From an optimization exercise on the open Yosys and OpenROAD flow, aimed at small area; shortcuts taken in it are not production practice.
RTL that was checked went through simulation tests only; none was proved equivalent to the original.

==> inputs of 06-25 <==
==> flow/design.v (excerpt) <==
module compact_bf #(parameter data_width = 12)(
        input clk,rst,
        input [data_width-1:0] u0,v0,u1,v1,
        input [data_width-1:0] wa1,wa2,wa3,
        input sel_0,sel_1,KD_mode,
        output [data_width-1:0] bf_0_upper,bf_0_lower,bf_1_upper,bf_1_lower
        );
    localparam [11:0] KQ = 12'd3329;
    localparam [23:0] DQ = 24'd8380417;
    wire isD  = KD_mode;
    wire isK4 = sel_0 & ~KD_mode;
    wire isK2 = ~sel_0 & ~KD_mode;
    wire inv  = sel_1;
    wire k2n = isK2 & ~inv;
    wire k2i = isK2 & inv;
    wire k4n = isK4 & ~inv;
    wire k4i = isK4 & inv;
    wire dn  = isD & ~inv;
    wire di  = isD & inv;
    function [11:0] addK(input [11:0] a, input [11:0] b);
        reg [12:0] s;
        begin
            s = a + b;
            addK = (s >= KQ) ? s - KQ : s[11:0];
        end
    endfunction
    function [11:0] subK(input [11:0] a, input [11:0] b);
        reg [12:0] d;
        begin
            d = {1'b0,a} - {1'b0,b};
            subK = d[12] ? d[11:0] + KQ : d[11:0];
        end
    endfunction
    function [11:0] hK(input [11:0] x);
  ...
clock: 10.0 ns
lec_check: 0
cap_margin: 20
core_margin: 2
core_utilization: 40
slew_margin: 20
run.sh (not shown) runs the stock make flow with config.mk's settings and CLKGATE_MAP_FILE= SYNTH_SCRIPT=/design/flow/synth_recipe.tcl, a recipe that flattens the netlist after the stock synthesis.
==> 11-07: changes against 06-25 <==
--- a/flow/design.v
+++ b/flow/design.v
@@ -146,185 +146,204 @@
         end
     endfunction
     function [11:0] hK(input [11:0] x);
         hK = x[0] ? {1'b0,x[11:1]} + 12'd1665 : {1'b0,x[11:1]};
     endfunction
     function [23:0] hD(input [23:0] x);
         hD = x[0] ? {1'b0,x[23:1]} + 24'd4190209 : {1'b0,x[23:1]};
     endfunction
-    function [11:0] corrK(input [14:0] s);
+    function [11:0] corrA(input [14:0] s);
         reg [5:0] st;
         reg [2:0] k;
         reg [14:0] kq;
-        reg [12:0] v, v2;
+        reg [14:0] v;
         begin
             st = s[14:9];
             k = (st >= 6'd7) + (st >= 6'd14) + (st >= 6'd20) + (st >= 6'd27) + (st >= 6'd33);
             case (k)
                 3'd0: kq = 15'd0;
                 3'd1: kq = 15'd3329;
                 3'd2: kq = 15'd6658;
                 3'd3: kq = 15'd9987;
                 3'd4: kq = 15'd13316;
                 default: kq = 15'd16645;
             endcase
             v = s - kq;
-            v2 = v - 13'd3329;
-            corrK = v2[12] ? v[11:0] : v2[11:0];
+            corrA = v[11:0];
         end
     endfunction
-    function [13:0] redD(input [35:0] a);
-        reg [26:0] y;
-        reg [23:0] z;
+    function [11:0] corrB(input [11:0] v);
+        reg [12:0] v2;
         begin
-            y = {a[35:23], 13'b0} - a[35:23] + a[22:0];
-            z = {y[26:23], 13'b0} - y[26:23] + y[22:0];
-            redD = {(z >= DQ), z[12:0]};
+            v2 = {1'b0,v} - 13'd3329;
+            corrB = v2[12] ? v : v2[11:0];
+        end
+    endfunction
+    function [13:0] redDz(input [26:0] y);
+        reg [24:0] zp;
+        begin
+            zp = {y[26:23], 13'b0} - y[26:23] + y[22:0] + 25'd8396799;
+            redDz = {zp[24], zp[12:0]};
+        end
+    endfunction
+    function [23:0] hqf(input [12:0] b);
+        reg [11:0] m;
+        reg [11:0] hi;
+        begin
+            m = b[12] ? b[11:0] - 12'd1 : b[11:0];
+            if (b[12] && b[11:0] == 12'd0) hqf = 24'h800000;
+            else if (m[0]) hqf = {(b[12] ? 12'h800 : 12'h3FF), {1'b0, m[11:1]} + 12'd1};
+            else hqf = {(b[12] ? 12'h401 : 12'h000), 1'b0, m[11:1]};
         end
     endfunction
     function [23:0] qd(input [12:0] b);
         qd = b[12] ? {12'b0, b[11:0]} + 24'd8396799 : {12'b0, b[11:0]};
     endfunction
     reg [23:0] rP0, rP1, rP2, rP3;           
-    reg [14:0] rS0, rS1, rS2, rS3;           
-    reg [13:0] rZ1, rZ2;                     
+    reg [11:0] rS0, rS1, rS2, rS3;           
     reg [11:0] rU, rU2, rV, rV2;             
-    reg [11:0] rT3pre, rT2, rT2b, rT1;            
+    reg [11:0] H1, H2, H3, H4;
+    wire [11:0] rT3pre = H1, rT2 = H2, rT2b = H3, rT1 = H4;     
+    wire [11:0] rS = H1, rSd = H2, rA = H3, rA2 = H4;           
     reg        rC1, rC2, rC3;                
-    reg [11:0] rS, rSd, rAS, rA, rA2, rD3;        
+    reg [11:0] rAS, rD3;                     
     reg [11:0] rWx, rW3, rW1b, rW3b, rW1c, rW3c;  
-    reg [23:0] rR;                           
     reg [11:0] L0 [1:15];
     reg [11:0] L1 [1:13];
     reg [11:0] L2 [1:13];
     reg [11:0] L3 [1:11];
-    wire [12:0] dU = {1'b0,u0} + (KQ - {1'b0,u1});    
     wire [12:0] dV = {1'b0,v0} + (KQ - {1'b0,v1});    
     wire [11:0] sU = addK(u0, u1);
     wire [11:0] sV = addK(v0, v1);
     wire [11:0] A  = hK(sU);                           
     wire [23:0] F0 = {u0, v0};
     wire [23:0] F2 = {u1, v1};
     wire [24:0] dF = {1'b0,F0} - {1'b0,F2};
     wire [23:0] r  = dF[24] ? dF[23:0] + DQ : dF[23:0];  
     wire        oddr = dF[0] ^ dF[24];
     wire [25:0] tr = {dF[24],dF} + (dF[24] ? (oddr ? {DQ,1'b0} : {2'b0,DQ}) : (oddr ? {2'b0,DQ} : 26'd0));
-    wire [11:0] aAD = addK(rA2, rD3);
-    wire [11:0] sAD = subK(rA2, rD3);
     reg [12:0] x0, x1, x2, x3;
     reg [11:0] y0, y1, y2, y3;
     always @(*) begin
         x0 = {1'b0,u1}; y0 = wa2;
         x1 = {1'b0,v1}; y1 = wa2;
         x2 = {1'b0,v1}; y2 = wa3;
         x3 = {1'b0,u1}; y3 = wa3;
         if (k2n) begin
             x0 = {1'b0,u1}; y0 = 12'd2642;
             x1 = {1'b0,v1}; y1 = 12'd2642;
         end else if (k2i) begin
-            x0 = dU; y0 = 12'd687;
-            x1 = dV; y1 = 12'd687;
+            x0 = {1'b0,u0}; y0 = 12'd687;
+            x2 = {1'b0,u1}; y2 = 12'd687;
+            x1 = {1'b0,v0}; y1 = 12'd687;
+            x3 = {1'b0,v1}; y3 = 12'd687;
         end else if (k4n) begin
             x0 = {1'b0,u1};     y0 = wa2;
             x1 = {1'b0,v0};     y1 = wa1;
             x2 = {1'b0,v1};     y2 = wa3;
             x3 = {1'b0,rT3pre}; y3 = 12'd1821;
         end else if (k4i) begin
             x0 = {1'b0,rAS}; y0 = wa2;
             x1 = {1'b0,aAD}; y1 = rW1c;
             x2 = {1'b0,sAD}; y2 = rW3c;
             x3 = dV;         y3 = 12'd317;
         end else if (di) begin
-            x0 = {1'b0,rR[23:12]}; y0 = rWx;
-            x1 = {1'b0,rR[23:12]}; y1 = rW3;
-            x2 = {1'b0,rR[11:0]};  y2 = rW3;
-            x3 = {1'b0,rR[11:0]};  y3 = rWx;
+            x0 = {1'b0,rW1b}; y0 = rWx;       
+            x1 = {1'b0,rW1b}; y1 = rW3;
+            x2 = {1'b0,rW3b}; y2 = rW3;
+            x3 = {1'b0,rW3b}; y3 = rWx;
         end
     end
     wire [24:0] p0 = x0 * y0;
     wire [24:0] p1 = x1 * y1;
     wire [24:0] p2 = x2 * y2;
     wire [24:0] p3 = x3 * y3;
     wire [14:0] f0, f1, f2, f3;
     foldk fk0 (.p(rP0), .s(f0));
     foldk fk1 (.p(rP1), .s(f1));
     foldk fk2 (.p(rP2), .s(f2));
     foldk fk3 (.p(rP3), .s(f3));
-    wire [35:0] a1 = {rP1, 12'b0} + rP2;
-    wire [35:0] a2 = {rP0[11:0], rP3[11:0], 12'b0};
-    wire [13:0] z1 = redD(a1);
-    wire [13:0] z2 = redD(a2);
-    wire [11:0] R0 = corrK(rS0);
-    wire [11:0] R1 = corrK(rS1);
-    wire [11:0] R2 = corrK(rS2);
-    wire [11:0] R3 = corrK(rS3);
-    wire [12:0] B  = rZ1[12:0] + rZ2[12:0] - rZ1[13] - rZ2[13];
-    wire [11:0] T1  = subK(rU2, R0);
+    wire [26:0] yD1 = rP2[22:0] + {rP1[10:0], 12'b0} + {rP1[23:11], 13'b0} - rP1[23:11]
+                   + {rP2[23], 13'b0} - rP2[23];
+    wire [12:0] ah2 = {rP0[11:0], rP3[11]};
+    wire [26:0] yD2 = {rP3[10:0], 12'b0} + {ah2, 13'b0} - ah2;
+    wire [13:0] z1 = redDz(yD1);
+    wire [13:0] z2 = redDz(yD2);
+    wire [11:0] R0 = corrB(rS0);
+    wire [11:0] R1 = corrB(rS1);
+    wire [11:0] R2 = corrB(rS2);
+    wire [11:0] R3 = corrB(rS3);
+    wire [12:0] B  = {rS2[0], rS0} + {rS2[2], rS1} + !rS2[1] + !rS2[3];
+    wire [11:0] Qa  = (rA - rSd) + ((rSd < rA) ? KQ : 12'd0);
+    wire [11:0] sub1 = subK(rU2, R0);                       
+    wire [11:0] add1 = addK(k4n ? R1 : rU2, k4n ? R2 : R0);  
+    wire [11:0] sub2 = subK((k4n | k2i) ? R1 : rV2, k4n ? R2 : k2i ? R3 : R1);  
+    wire [11:0] aAD  = addK(rA2, rD3);                      
+    wire [11:0] sAD  = subK(rA2, rD3);
+    wire [11:0] add2 = addK(k4n ? rT1 : rV2, k4n ? L0[5] : R1);  
+    wire [11:0] sub3 = subK(k2i ? R0 : rT1, k2i ? R2 : L0[5]);  
+    wire [11:0] hk0 = hK(k4i ? Qa : rU2);                    
+    wire [11:0] hk1 = hK(k2i ? sub3 : R0);                   
+    wire [11:0] hk2 = hK(k4i ? R2 : sub2);                   
+    wire [11:0] hk3 = hK(k4i ? R1 : rV2);                    
+    wire [11:0] T1  = sub1;
     wire        c   = R0 < rU2;
-    wire [11:0] T2  = addK(R1, R2);
-    wire [11:0] T3p = subK(R1, R2);
+    wire [11:0] T2  = add1;
+    wire [11:0] T3p = sub2;
     wire [11:0] X   = (12'd0 - R3) + (rC3 ? KQ : 12'd0);
-    wire [11:0] Qa  = (rA - rSd) + ((rSd < rA) ? KQ : 12'd0);
-    wire [24:0] zs = {1'b0,F0} + qd(B);
-    wire [23:0] z  = (zs >= DQ) ? zs - DQ : zs[23:0];
+    wire [11:0] bf0n = addK(X, rT2b);
+    wire [24:0] zF = {1'b0,F0} + {13'b0,B[11:0]};
+    wire [24:0] zA = zF + (B[12] ? 25'd8396799 : 25'd0);
+    wire [25:0] zB = {1'b0,zF} + (B[12] ? 26'd16382 : (26'h3FFFFFF - 26'd8380416));
+    wire [23:0] z  = zB[25] ? zA[23:0] : zB[23:0];
     wire [23:0] hr = tr[24:1];
-    wire [23:0] hq = hD(qd(B));
+    wire [23:0] hq = hqf(B);
     reg [11:0] h0, h1, h2, h3;
     always @(*) begin
         if (k2n) begin
-            h0 = addK(rU2, R0); h1 = subK(rU2, R0);
-            h3 = addK(rV2, R1); h2 = subK(rV2, R1);
-        end else if (k2i) begin
-            h0 = hK(rU2); h1 = hK(R0);
-            h3 = hK(rV2); h2 = hK(R1);
+            h0 = add1; h1 = sub1; h3 = add2; h2 = sub2;
+        end else if (k2i | k4i) begin
+            h0 = hk0; h1 = hk1; h3 = hk3; h2 = hk2;
         end else if (k4n) begin
-            h0 = R3;
-            h1 = addK(rT1, L0[5]);
-            h2 = subK(rT1, L0[5]);
-            h3 = addK(X, rT2b);
-        end else if (k4i) begin
-            h0 = hK(Qa); h1 = hK(R0); h3 = hK(R1); h2 = hK(R2);
+            h0 = R3; h1 = add2; h2 = sub3; h3 = bf0n;
         end else if (dn) begin
             h0 = z[23:12]; h3 = z[11:0];
             h1 = hq[23:12]; h2 = hq[11:0];
         end else begin
             h0 = hr[23:12]; h3 = hr[11:0];
             h1 = hq[23:12]; h2 = hq[11:0];
         end
     end
     integer i;
     always @(posedge clk) begin
         rP0 <= p0[23:0]; rP1 <= p1[23:0]; rP2 <= p2[23:0]; rP3 <= p3[23:0];
-        rS0 <= f0; rS1 <= f1; rS2 <= f2; rS3 <= f3;
-        rZ1 <= z1; rZ2 <= z2;
+        rS0 <= isD ? z1[11:0] : corrA(f0);
+        rS1 <= isD ? z2[11:0] : corrA(f1);
+        rS2 <= isD ? {8'b0, z2[13:12], z1[13:12]} : corrA(f2);
+        rS3 <= corrA(f3);
         rU  <= k2i ? sU : u0;
         rV  <= k2i ? sV : v0;
         rU2 <= rU;
         rV2 <= rV;
-        rT3pre <= T3p;
-        rT2 <= T2;
-        rT1 <= T1;
-        rT2b <= rT2;
+        H1 <= k4n ? T3p : sV;
+        H2 <= k4n ? T2 : H1;
+        H3 <= k4n ? H2 : A;
+        H4 <= k4n ? T1 : H3;
         rC1 <= c;
         rC2 <= rC1;
         rC3 <= rC2;
-        rS  <= sV;
-        rSd <= rS;
         rAS <= addK(A, rS);
-        rA  <= A;
-        rA2 <= rA;
         rD3 <= hK(R3);
         rWx <= k4i ? wa1 : wa2;
         rW3 <= wa3;
-        rW1b <= rWx;
-        rW3b <= rW3;
+        rW1b <= k4i ? rWx : r[23:12];
+        rW3b <= k4i ? rW3 : r[11:0];
         rW1c <= rW1b;
         rW3c <= rW3b;
-        rR  <= r;
         L0[1] <= h0; L1[1] <= h1; L2[1] <= h2; L3[1] <= h3;
         for (i = 2; i <= 15; i = i + 1) L0[i] <= L0[i-1];
         for (i = 2; i <= 13; i = i + 1) L1[i] <= L1[i-1];
         for (i = 2; i <= 13; i = i + 1) L2[i] <= L2[i-1];
         for (i = 2; i <= 11; i = i + 1) L3[i] <= L3[i-1];
     end
     assign bf_0_upper = k4i ? L0[15] : k4n ? L3[11] : isK2 ? L0[5] : L0[7];
     assign bf_1_upper = k4i ? L1[13] : k4n ? L1[13] : isK2 ? L1[5] : dn ? L0[7] : L1[6];
Settings changed: CORE_UTILIZATION 40 to 65, CTS_CLUSTER_DIAMETER from default to 100, CTS_CLUSTER_SIZE from default to 30.
==> results.yml <==
outcome:
  status: "timing/DRC/antenna clean"
yosys:
  synth.area.mux_share_pct: 1.457
  synth_xor_xnor_area_share_pct: 7.221
floorplan:
  rows: 128
timing:
  fin_crit_sh_pct: 96.11
finish:
  nNonClkBuffers: 421
  design.seq.count: 963
global_route:
  grt_max_degree: 102
The numbers above come from 11-07.

==> results.yml <==
floorplan:
  rows: 167
yosys:
  synth_xor_xnor_area_share_pct: 8.442
  synth.area.mux_share_pct: 1.179
outcome:
  status: "timing/DRC/antenna clean"
timing:
  fin_crit_sh_pct: 95.22
The numbers above come from 06-25.

The RTL of 11-07 was laid out without a check of its function.

==> afterwards: timing with drivers on the ports <==
No port has a modelled driver above. Below, the same layouts with a new extraction and two added sets of constraints. Step 1, drivers: a clkbuf_16 drives clk and a buf_2 each remaining input, both assumed. Step 2 times the ports against the registers' clock, not the clock port: input delays grow and output delays shrink by t, the midpoint of the rising clock arrivals with the driver on. Three values: ideal ports, drivers, drivers and shift; two values: the first two.
| run | shift t [ns] | slack for setup (ns) | hold WS [ns] | worst setup path after step 2 |
|---|---|---|---|---|
| 06-25 | 0.869 | 0.478 / 0.478 / -0.241 | 0.301 / 0.301 / 0.301 | input to register |
| 11-07 | 0.793 | 0.389 / 0.416 / -0.341 | 0.320 / 0.320 / 0.320 | input to register |
With both steps, setup timing fails in 06-25 and 11-07, where it was met with ideal ports. The setup slack of 11-07, which loses most, moves by +0.027 ns with the drivers and by -0.730 ns with both steps.
